Background: an optimization exercise with open tools, aiming at small area. Do not read the settings as production practice.
In this exercise RTL edits were held to simulation tests only and were not proved equivalent to the original.
Power figures rest on the tool's default switching activity, not on a simulated workload.

==> job 9723 <==
==> flow/design.v <==
`timescale 1ns / 1ps
module rf_a22o(input a1, input a2, input b1, input b2, output x);
assign x = (a1 & a2) | (b1 & b2);
endmodule
module rf_a22oi(input a1, input a2, input b1, input b2, output y);
assign y = ~((a1 & a2) | (b1 & b2));
endmodule
module rf_a222oi(input a1, input a2, input b1, input b2, input c1, input c2, output y);
assign y = ~((a1 & a2) | (b1 & b2) | (c1 & c2));
endmodule
module rf_rdbit(input [31:0] d, input [31:0] s, output q);
wire [10:0] y;
genvar k;
generate
	for (k = 0; k < 10; k = k + 1) begin : g
		rf_a222oi u(.a1(d[3*k]), .a2(s[3*k]), .b1(d[3*k+1]), .b2(s[3*k+1]), .c1(d[3*k+2]), .c2(s[3*k+2]), .y(y[k]));
	end
endgenerate
rf_a22oi ul(.a1(d[30]), .a2(s[30]), .b1(d[31]), .b2(s[31]), .y(y[10]));
assign q = ~&y;
endmodule
module regfile(clk, reset, waddr, wdata, ra, rb, qa, qb);
input clk, reset;
input [4:0] waddr, ra, rb;
input [7:0] wdata;
output [7:0] qa, qb;
reg [255:0] bank;
wire [255:0] bank_d;
wire [31:0] en  = {32{~reset}} | (32'b1 << waddr);
wire [31:0] enn = ~en;
wire [7:0] wd0 = wdata & {8{reset}};     
wire [7:0] wd1 = wdata | {8{~reset}};    
genvar r, b;
generate
	for (r = 0; r < 32; r = r + 1) begin : row
		for (b = 0; b < 8; b = b + 1) begin : bt
			wire wd = ((r >> b) & 1) ? wd1[b] : wd0[b];
			rf_a22o u(.a1(en[r]), .a2(wd), .b1(enn[r]), .b2(bank[r*8+b]), .x(bank_d[r*8+b]));
		end
	end
endgenerate
always @(posedge clk)
	bank <= bank_d;
wire [31:0] sa = 32'b1 << ra;
wire [31:0] sb = 32'b1 << rb;
generate
	for (b = 0; b < 8; b = b + 1) begin : rd
		wire [31:0] col;
		for (r = 0; r < 32; r = r + 1) begin : c
			assign col[r] = bank[r*8+b];
		end
		rf_rdbit ua(.d(col), .s(sa), .q(qa[b]));
		rf_rdbit ub(.d(col), .s(sb), .q(qb[b]));
	end
endgenerate
endmodule
`timescale 1ns / 1ps
module main_module(data_out,ins,A,B,current_address,ans_ex,mux_ans_dm,ans_wb,data_in,clk,interrupt,reset,
	imem_addr,imem_rdata,dmem_en,dmem_we,dmem_addr,dmem_wdata,dmem_rdata);
output [19:0] ins;
output [7:0] A,B,current_address,ans_ex,mux_ans_dm,ans_wb,data_out;
input [7:0] data_in;
input clk,interrupt,reset;
output [7:0] imem_addr;
input [19:0] imem_rdata;
output dmem_en,dmem_we;
output [7:0] dmem_addr,dmem_wdata;
input [7:0] dmem_rdata;
reg        rd;                  
reg  [7:0] hold;                
reg [19:0] ins_hold;            
reg        stall_pm, qt1, qt2;
reg        Q1, Q2, Q3, Q4;      
reg  [4:0] op_dec;
reg  [4:0] RA_reg, RB_reg, RW_reg;
reg        nm;                  
reg  [4:0] reg2, reg3, reg4;    
reg        out_reg1;
reg  [7:0] out_reg2;
reg  [1:0] flag_temp;
reg  [7:0] ans_ex_r, B_Bypass, data_out_r;
reg        mem_en_ex, mem_rw_ex;
reg  [7:0] ans_reg;
reg        msel_dm;
reg  [7:0] ans_wb_r;
wire [4:0] op = ins[19:15];
assign ins = stall_pm ? ins_hold : imem_rdata;
wire op_jcc = (op[4:2] == 3'b111);
wire op_ld  = (op == 5'b10100);
wire op_hlt = (op == 5'b10001);
wire op_ret = (op == 5'b10000);
wire op_jmp = (op == 5'b11000);
wire jump_out = op_jcc & ~qt2;
wire ld_out   = op_ld & ~Q4;
wire stall    = reset & (jump_out | ld_out | op_hlt);
wire c_flag, z_flag;
wire cond = op[1] ? z_flag : c_flag;
wire pc_mux_sel = (op_jcc & (cond ^ op[0])) | op_ret | op_jmp | out_reg1;
wire [7:0] jmp_loc = op_ret ? out_reg2 : (out_reg1 ? 8'hf0 : ins[7:0]);
wire inc = rd & ~stall;
wire [8:0] ic;
assign ic[0] = inc;
genvar n;
generate
	for (n = 0; n < 8; n = n + 1) begin : incr
		assign ic[n+1] = ic[n] & hold[n];
	end
endgenerate
wire [7:0] cur_tmp = hold ^ ic[7:0];
assign current_address = pc_mux_sel ? jmp_loc : cur_tmp;
assign imem_addr = reset ? current_address : 8'b0;
wire nor1 = ~(op_jcc | op_jmp | Q4);
always @(posedge clk) begin
	rd <= reset;
	hold <= imem_addr;
	ins_hold <= ins;
	stall_pm <= stall;
	qt1 <= reset & jump_out;
	qt2 <= reset & qt1;
	Q1 <= reset & ins[15] & ~Q1;
	Q2 <= reset & (op[4:1] == 4'b1010) & ~Q2;
	Q3 <= reset & (op[4:3] == 2'b01);
	Q4 <= reset & ld_out;
	op_dec <= reset ? op : 5'b0;
	RA_reg <= ins[9:5];
	RB_reg <= ins[4:0];
	RW_reg <= ins[14:10];
	nm <= reset & nor1;
	out_reg1 <= reset & interrupt;
	if (!reset)
		out_reg2 <= 8'b0;
	else if (interrupt)
		out_reg2 <= current_address;
end
wire [4:0] reg1 = RA_reg & {5{nm}};
wire [4:0] reg5 = RB_reg & {5{nm}};
wire [4:0] r1   = RW_reg & {5{nm}};
wire [7:0] bankA, bankB;
regfile rf(.clk(clk), .reset(reset), .waddr(reg4), .wdata(ans_wb_r), .ra(RA_reg), .rb(RB_reg), .qa(bankA), .qb(bankB));
assign A = (reg2 == reg1) ? ans_ex_r :
           (reg3 == reg1) ? mux_ans_dm :
           (reg4 == reg1) ? ans_wb_r : bankA;
wire [7:0] tB = (reg2 == reg5) ? ans_ex_r :
                (reg3 == reg5) ? mux_ans_dm :
                (reg4 == reg5) ? ans_wb_r : bankB;
assign B = Q3 ? {3'b0, RB_reg} : tB;
wire [4:0] o = op_dec;
wire o_alu  = ~o[4];                        
wire arith  = o_alu & (o[2:1] == 2'b00);    
wire sub    = o[0];
wire o_mem  = (o[4:1] == 4'b1010);          
wire o_in   = (o == 5'b10110);
wire o_sh   = (o[4:3] == 2'b11) & (o[2] == 1'b0) & (o[1:0] != 2'b00);   
wire o_keep = (o[4:1] == 4'b1000) | (o == 5'b10111) | (o == 5'b11000) | (o[4:2] == 3'b111);
wire hold_f = o_mem | (o == 5'b10111) | (o == 5'b11000) | (o[4:2] == 3'b111);
wire zen    = (o_alu & (o[2:0] != 3'b011)) | o_in | o_sh;
reg [3:0] tt;
always @* begin
	tt = 4'b0000;
	if (o_alu)
		case (o[2:0])
			3'b000: tt = 4'b0110;    
			3'b001: tt = 4'b1001;    
			3'b010: tt = 4'b1010;    
			3'b100: tt = 4'b1000;    
			3'b101: tt = 4'b1110;    
			3'b110: tt = 4'b0110;    
			3'b111: tt = 4'b0101;    
			default: tt = 4'b0000;
		endcase
	else if (o_mem)
		tt = 4'b1100;                
end
wire [7:0] p;
wire [8:0] cy;
assign cy[0] = arith & sub;
genvar k;
generate
	for (k = 0; k < 8; k = k + 1) begin : lu
		alu_mux4 m(.s1(A[k]), .s0(B[k]), .d(tt), .x(p[k]));
		assign cy[k+1] = p[k] ? cy[k] : (A[k] & arith);
	end
endgenerate
wire [7:0] r_lu = p ^ cy[7:0];
wire b_nz = |B;
wire cy_flag = arith & cy[8] & (b_nz | ~sub);
wire rev = ~o[1];
wire ars = o[1] & o[0];
wire [7:0] xa = rev ? {A[0],A[1],A[2],A[3],A[4],A[5],A[6],A[7]} : A;
wire fill = ars & A[7];
wire big = ars ? B[3] : (|B[7:3]);
wire [15:0] sx = {{8{fill}}, xa} >> B[2:0];
wire [7:0] y = big ? {8{fill}} : sx[7:0];
wire [7:0] sh = rev ? {y[0],y[1],y[2],y[3],y[4],y[5],y[6],y[7]} : y;
wire [7:0] res = r_lu | (ans_ex_r & {8{o_keep}}) | (data_in & {8{o_in}}) | (sh & {8{o_sh}});
assign c_flag = hold_f ? flag_temp[0] : cy_flag;
assign z_flag = hold_f ? flag_temp[1] : (zen & ~(|res));
always @(posedge clk) begin
	flag_temp <= {z_flag, c_flag};
	ans_ex_r <= reset ? res : 8'b0;
	B_Bypass <= B;
	data_out_r <= reset ? ((o == 5'b10111) ? A : data_out_r) : 8'b0;
	mem_en_ex <= reset & Q2;
	mem_rw_ex <= Q1;
	reg2 <= reset ? r1 : 5'b0;
	reg3 <= reset ? reg2 : 5'b0;
	reg4 <= reset ? reg3 : 5'b0;
	ans_reg <= reset ? ans_ex_r : 8'b0;
	msel_dm <= reset & mem_en_ex & ~mem_rw_ex;
	ans_wb_r <= reset ? mux_ans_dm : 8'b0;
end
assign mux_ans_dm = msel_dm ? dmem_rdata : ans_reg;
assign ans_ex = ans_ex_r;
assign ans_wb = ans_wb_r;
assign data_out = data_out_r;
assign dmem_en = mem_en_ex;
assign dmem_we = mem_rw_ex;
assign dmem_addr = ans_ex_r;
assign dmem_wdata = B_Bypass;
endmodule
module alu_mux4(input s1, input s0, input [3:0] d, output x);
assign x = s1 ? (s0 ? d[3] : d[2]) : (s0 ? d[1] : d[0]);
endmodule
==> flow/run.sh <==
#!/bin/bash
# synth_recipe.tcl (not shown) runs the flow's synth.tcl, then flattens the netlist and writes it again
# the make line also repeats each setting of config.mk as NAME=value (left out here)
make -C /OpenROAD-flow-scripts/flow DESIGN_CONFIG=/design/flow/config.mk WORK_HOME=/design/flow/orfs CLKGATE_MAP_FILE= SYNTH_SCRIPT=/design/flow/synth_recipe.tcl finish
==> flow/config.mk <==
export PLATFORM = sky130hd
export DESIGN_NAME = main_module
export DESIGN_NICKNAME = main_module
export VERILOG_FILES = /design/flow/design.v
export SDC_FILE = /design/flow/constraint.sdc
export NUM_CORES = 4
export LEC_CHECK = 0
export CAP_MARGIN = 20
export CORE_MARGIN = 8
export CORE_UTILIZATION = 50
export CTS_BUF_LIST = sky130_fd_sc_hd__clkbuf_4
export SLEW_MARGIN = 20
export SYNTH_HIERARCHICAL = 1
==> flow/constraint.sdc <==
create_clock -name core_clock -period 12.5 [get_ports {clk}]
set_input_delay 2.5000 -clock core_clock [delete_from_list [all_inputs] [get_ports {clk}]]
set_output_delay 2.5000 -clock core_clock [all_outputs]
set_load 0.01 [all_outputs]
==> inputs of job 6867, as changes to job 9723 <==
==> flow/design.v, changed modules only <==
module main_module(data_out,ins,A,B,current_address,ans_ex,mux_ans_dm,ans_wb,data_in,clk,interrupt,reset,
	imem_addr,imem_rdata,dmem_en,dmem_we,dmem_addr,dmem_wdata,dmem_rdata);
output [19:0] ins;
output [7:0] A,B,current_address,ans_ex,mux_ans_dm,ans_wb,data_out;
input [7:0] data_in;
input clk,interrupt,reset;
output [7:0] imem_addr;
input [19:0] imem_rdata;
output dmem_en,dmem_we;
output [7:0] dmem_addr,dmem_wdata;
input [7:0] dmem_rdata;
reg        rd;                  
reg  [7:0] hold;                
reg [19:0] ins_hold;            
reg        stall_pm, qt1, qt2;
reg        Q1, Q2, Q3, Q4;      
reg  [4:0] op_dec;
reg  [4:0] RA_reg, RB_reg, RW_reg;
reg        nm;                  
reg  [4:0] reg2, reg3, reg4;    
reg        out_reg1;
reg  [7:0] out_reg2;
reg  [1:0] flag_temp;
reg  [7:0] ans_ex_r, B_Bypass, data_out_r;
reg        mem_en_ex, mem_rw_ex;
reg  [7:0] ans_reg;
reg        msel_dm;
reg  [7:0] ans_wb_r;
wire [4:0] op = ins[19:15];
assign ins = stall_pm ? ins_hold : imem_rdata;
wire op_jcc = (op[4:2] == 3'b111);
wire op_ld  = (op == 5'b10100);
wire op_hlt = (op == 5'b10001);
wire op_ret = (op == 5'b10000);
wire op_jmp = (op == 5'b11000);
wire jump_out = op_jcc & ~qt2;
wire ld_out   = op_ld & ~Q4;
wire stall    = reset & (jump_out | ld_out | op_hlt);
wire c_flag, z_flag;
wire cond = op[1] ? z_flag : c_flag;
wire pc_mux_sel = (op_jcc & (cond ^ op[0])) | op_ret | op_jmp | out_reg1;
wire [7:0] jmp_loc = op_ret ? out_reg2 : (out_reg1 ? 8'hf0 : ins[7:0]);
wire [7:0] cur_tmp = hold + {7'b0, rd & ~stall};
assign current_address = pc_mux_sel ? jmp_loc : cur_tmp;
assign imem_addr = reset ? current_address : 8'b0;
wire nor1 = ~(op_jcc | op_jmp | Q4);
always @(posedge clk) begin
	rd <= reset;
	hold <= imem_addr;
	ins_hold <= ins;
	stall_pm <= stall;
	qt1 <= reset & jump_out;
	qt2 <= reset & qt1;
	Q1 <= reset & ins[15] & ~Q1;
	Q2 <= reset & (op[4:1] == 4'b1010) & ~Q2;
	Q3 <= reset & (op[4:3] == 2'b01);
	Q4 <= reset & ld_out;
	op_dec <= reset ? op : 5'b0;
	RA_reg <= ins[9:5];
	RB_reg <= ins[4:0];
	RW_reg <= ins[14:10];
	nm <= reset & nor1;
	out_reg1 <= reset & interrupt;
	if (!reset)
		out_reg2 <= 8'b0;
	else if (interrupt)
		out_reg2 <= current_address;
end
wire [4:0] reg1 = RA_reg & {5{nm}};
wire [4:0] reg5 = RB_reg & {5{nm}};
wire [4:0] r1   = RW_reg & {5{nm}};
wire [7:0] bankA, bankB;
regfile rf(.clk(clk), .reset(reset), .waddr(reg4), .wdata(ans_wb_r), .ra(RA_reg), .rb(RB_reg), .qa(bankA), .qb(bankB));
assign A = (reg2 == reg1) ? ans_ex_r :
           (reg3 == reg1) ? mux_ans_dm :
           (reg4 == reg1) ? ans_wb_r : bankA;
wire [7:0] tB = (reg2 == reg5) ? ans_ex_r :
                (reg3 == reg5) ? mux_ans_dm :
                (reg4 == reg5) ? ans_wb_r : bankB;
assign B = Q3 ? {3'b0, RB_reg} : tB;
wire [4:0] o = op_dec;
wire sub = o[0];
wire [8:0] sum = {1'b0, A} + {1'b0, B ^ {8{sub}}} + {8'b0, sub};
wire b_nz = |B;
wire rev = ~o[1];
wire ars = o[1] & o[0];
wire [7:0] xa = rev ? {A[0],A[1],A[2],A[3],A[4],A[5],A[6],A[7]} : A;
wire fill = ars & A[7];
wire big = ars ? B[3] : (|B[7:3]);
wire [15:0] sx = {{8{fill}}, xa} >> B[2:0];
wire [7:0] y = big ? {8{fill}} : sx[7:0];
wire [7:0] sh = rev ? {y[0],y[1],y[2],y[3],y[4],y[5],y[6],y[7]} : y;
reg [7:0] res;
reg zen, hold_f, cy;
always @* begin
	res = 8'b0; zen = 1'b0; hold_f = 1'b0; cy = 1'b0;
	if (!o[4]) begin
		zen = 1'b1;
		case (o[2:0])
			3'b000: begin res = sum[7:0]; cy = sum[8]; end
			3'b001: begin res = sum[7:0]; cy = sum[8] & b_nz; end
			3'b010: res = B;
			3'b011: zen = 1'b0;
			3'b100: res = A & B;
			3'b101: res = A | B;
			3'b110: res = A ^ B;
			3'b111: res = ~B;
		endcase
	end else if (!o[3]) begin
		case (o[2:0])
			3'b000, 3'b001: res = ans_ex_r;
			3'b100, 3'b101: begin res = A; hold_f = 1'b1; end
			3'b110: begin res = data_in; zen = 1'b1; end
			3'b111: begin res = ans_ex_r; hold_f = 1'b1; end
			default: ;
		endcase
	end else begin
		case (o[2:0])
			3'b000: begin res = ans_ex_r; hold_f = 1'b1; end
			3'b001, 3'b010, 3'b011: begin res = sh; zen = 1'b1; end
			default: begin res = ans_ex_r; hold_f = 1'b1; end
		endcase
	end
end
assign c_flag = hold_f ? flag_temp[0] : cy;
assign z_flag = hold_f ? flag_temp[1] : (zen & ~(|res));
always @(posedge clk) begin
	flag_temp <= {z_flag, c_flag};
	ans_ex_r <= reset ? res : 8'b0;
	B_Bypass <= B;
	data_out_r <= reset ? ((o == 5'b10111) ? A : data_out_r) : 8'b0;
	mem_en_ex <= reset & Q2;
	mem_rw_ex <= Q1;
	reg2 <= reset ? r1 : 5'b0;
	reg3 <= reset ? reg2 : 5'b0;
	reg4 <= reset ? reg3 : 5'b0;
	ans_reg <= reset ? ans_ex_r : 8'b0;
	msel_dm <= reset & mem_en_ex & ~mem_rw_ex;
	ans_wb_r <= reset ? mux_ans_dm : 8'b0;
end
assign mux_ans_dm = msel_dm ? dmem_rdata : ans_reg;
assign ans_ex = ans_ex_r;
assign ans_wb = ans_wb_r;
assign data_out = data_out_r;
assign dmem_en = mem_en_ex;
assign dmem_we = mem_rw_ex;
assign dmem_addr = ans_ex_r;
assign dmem_wdata = B_Bypass;
endmodule
// module alu_mux4 removed
--- a/flow/config.mk
+++ b/flow/config.mk
@@ -9,4 +9,3 @@
 export CORE_MARGIN = 8
-export CORE_UTILIZATION = 50
-export CTS_BUF_LIST = sky130_fd_sc_hd__clkbuf_4
+export CORE_UTILIZATION = 30
 export SLEW_MARGIN = 20
==> run_results.csv <==
group,metric,value,unit
run_status,status,"timing/DRC/antenna clean",
place,hpwl,49.73,mm
floorplanning,fp.coreArea,35220,µm²
logic_synthesis,synth_area,17730,µm²
final_layout,mostFrequentLayoutCells,"dfxtp_1 (367), a22o_1 (257), a222oi_1 (161)",
detailed_routing,met2WireLength,31.36,mm
grt,grt_pass1_wl,104.5,mm
pwr,power.leakage,0.007674,µW
logic_synthesis,yosysSeqAreaShare,41.45,%
final_layout,final_area,20590,µm²
[end of results for job 9723]
==> run_results.csv <==
group,metric,value,unit
detailed_routing,met2WireLength,34.28,mm
pwr,power.leakage,0.007951,µW
grt,grt_pass1_vias,17440,
grt,grt_pass1_wl,113.4,mm
final_layout,drive_above_1_share,9.970,%
final_layout,final_area,21850,µm²
run_status,status,"timing/DRC/antenna clean",
floorplanning,fp.coreArea,60470,µm²
logic_synthesis,yosysSeqAreaShare,39.97,%
place,hpwl,54.78,mm
logic_synthesis,avgSynthCellArea,9.809,µm²
logic_synthesis,synth_area,18380,µm²
[end of results for job 6867]

==> port drivers added, routing unchanged <==
The flow's constraints put no driver on any port. The routed layouts listed below were extracted and timed again, unchanged, in two steps.
Step 1, drivers: a clkbuf_16 drives clk and a buf_2 each remaining input, both assumed.
Step 2 moves the port delays by t, midway between the first and last clock arrival at a register: inputs arrive t later, outputs are due t later. That takes back most of the time a late clock gives input paths.
Three values: ideal, step 1, step 2; two values: the first two.
| run | shift t [ns] | setup WS [ns] | worst setup path at the end | slew at the worst register clock pin (ns) | cell pins on the clock port's net |
|---|---|---|---|---|---|
| job 9723 | 0.856 | 1.075 / 1.026 / 1.258 | input to output | 0.08 / 0.08 | 1 |
| job 6867 | 0.629 | 1.194 / 1.136 / 1.332 | input to output | 0.07 / 0.07 | 1 |
After both steps every run listed still meets setup and hold.
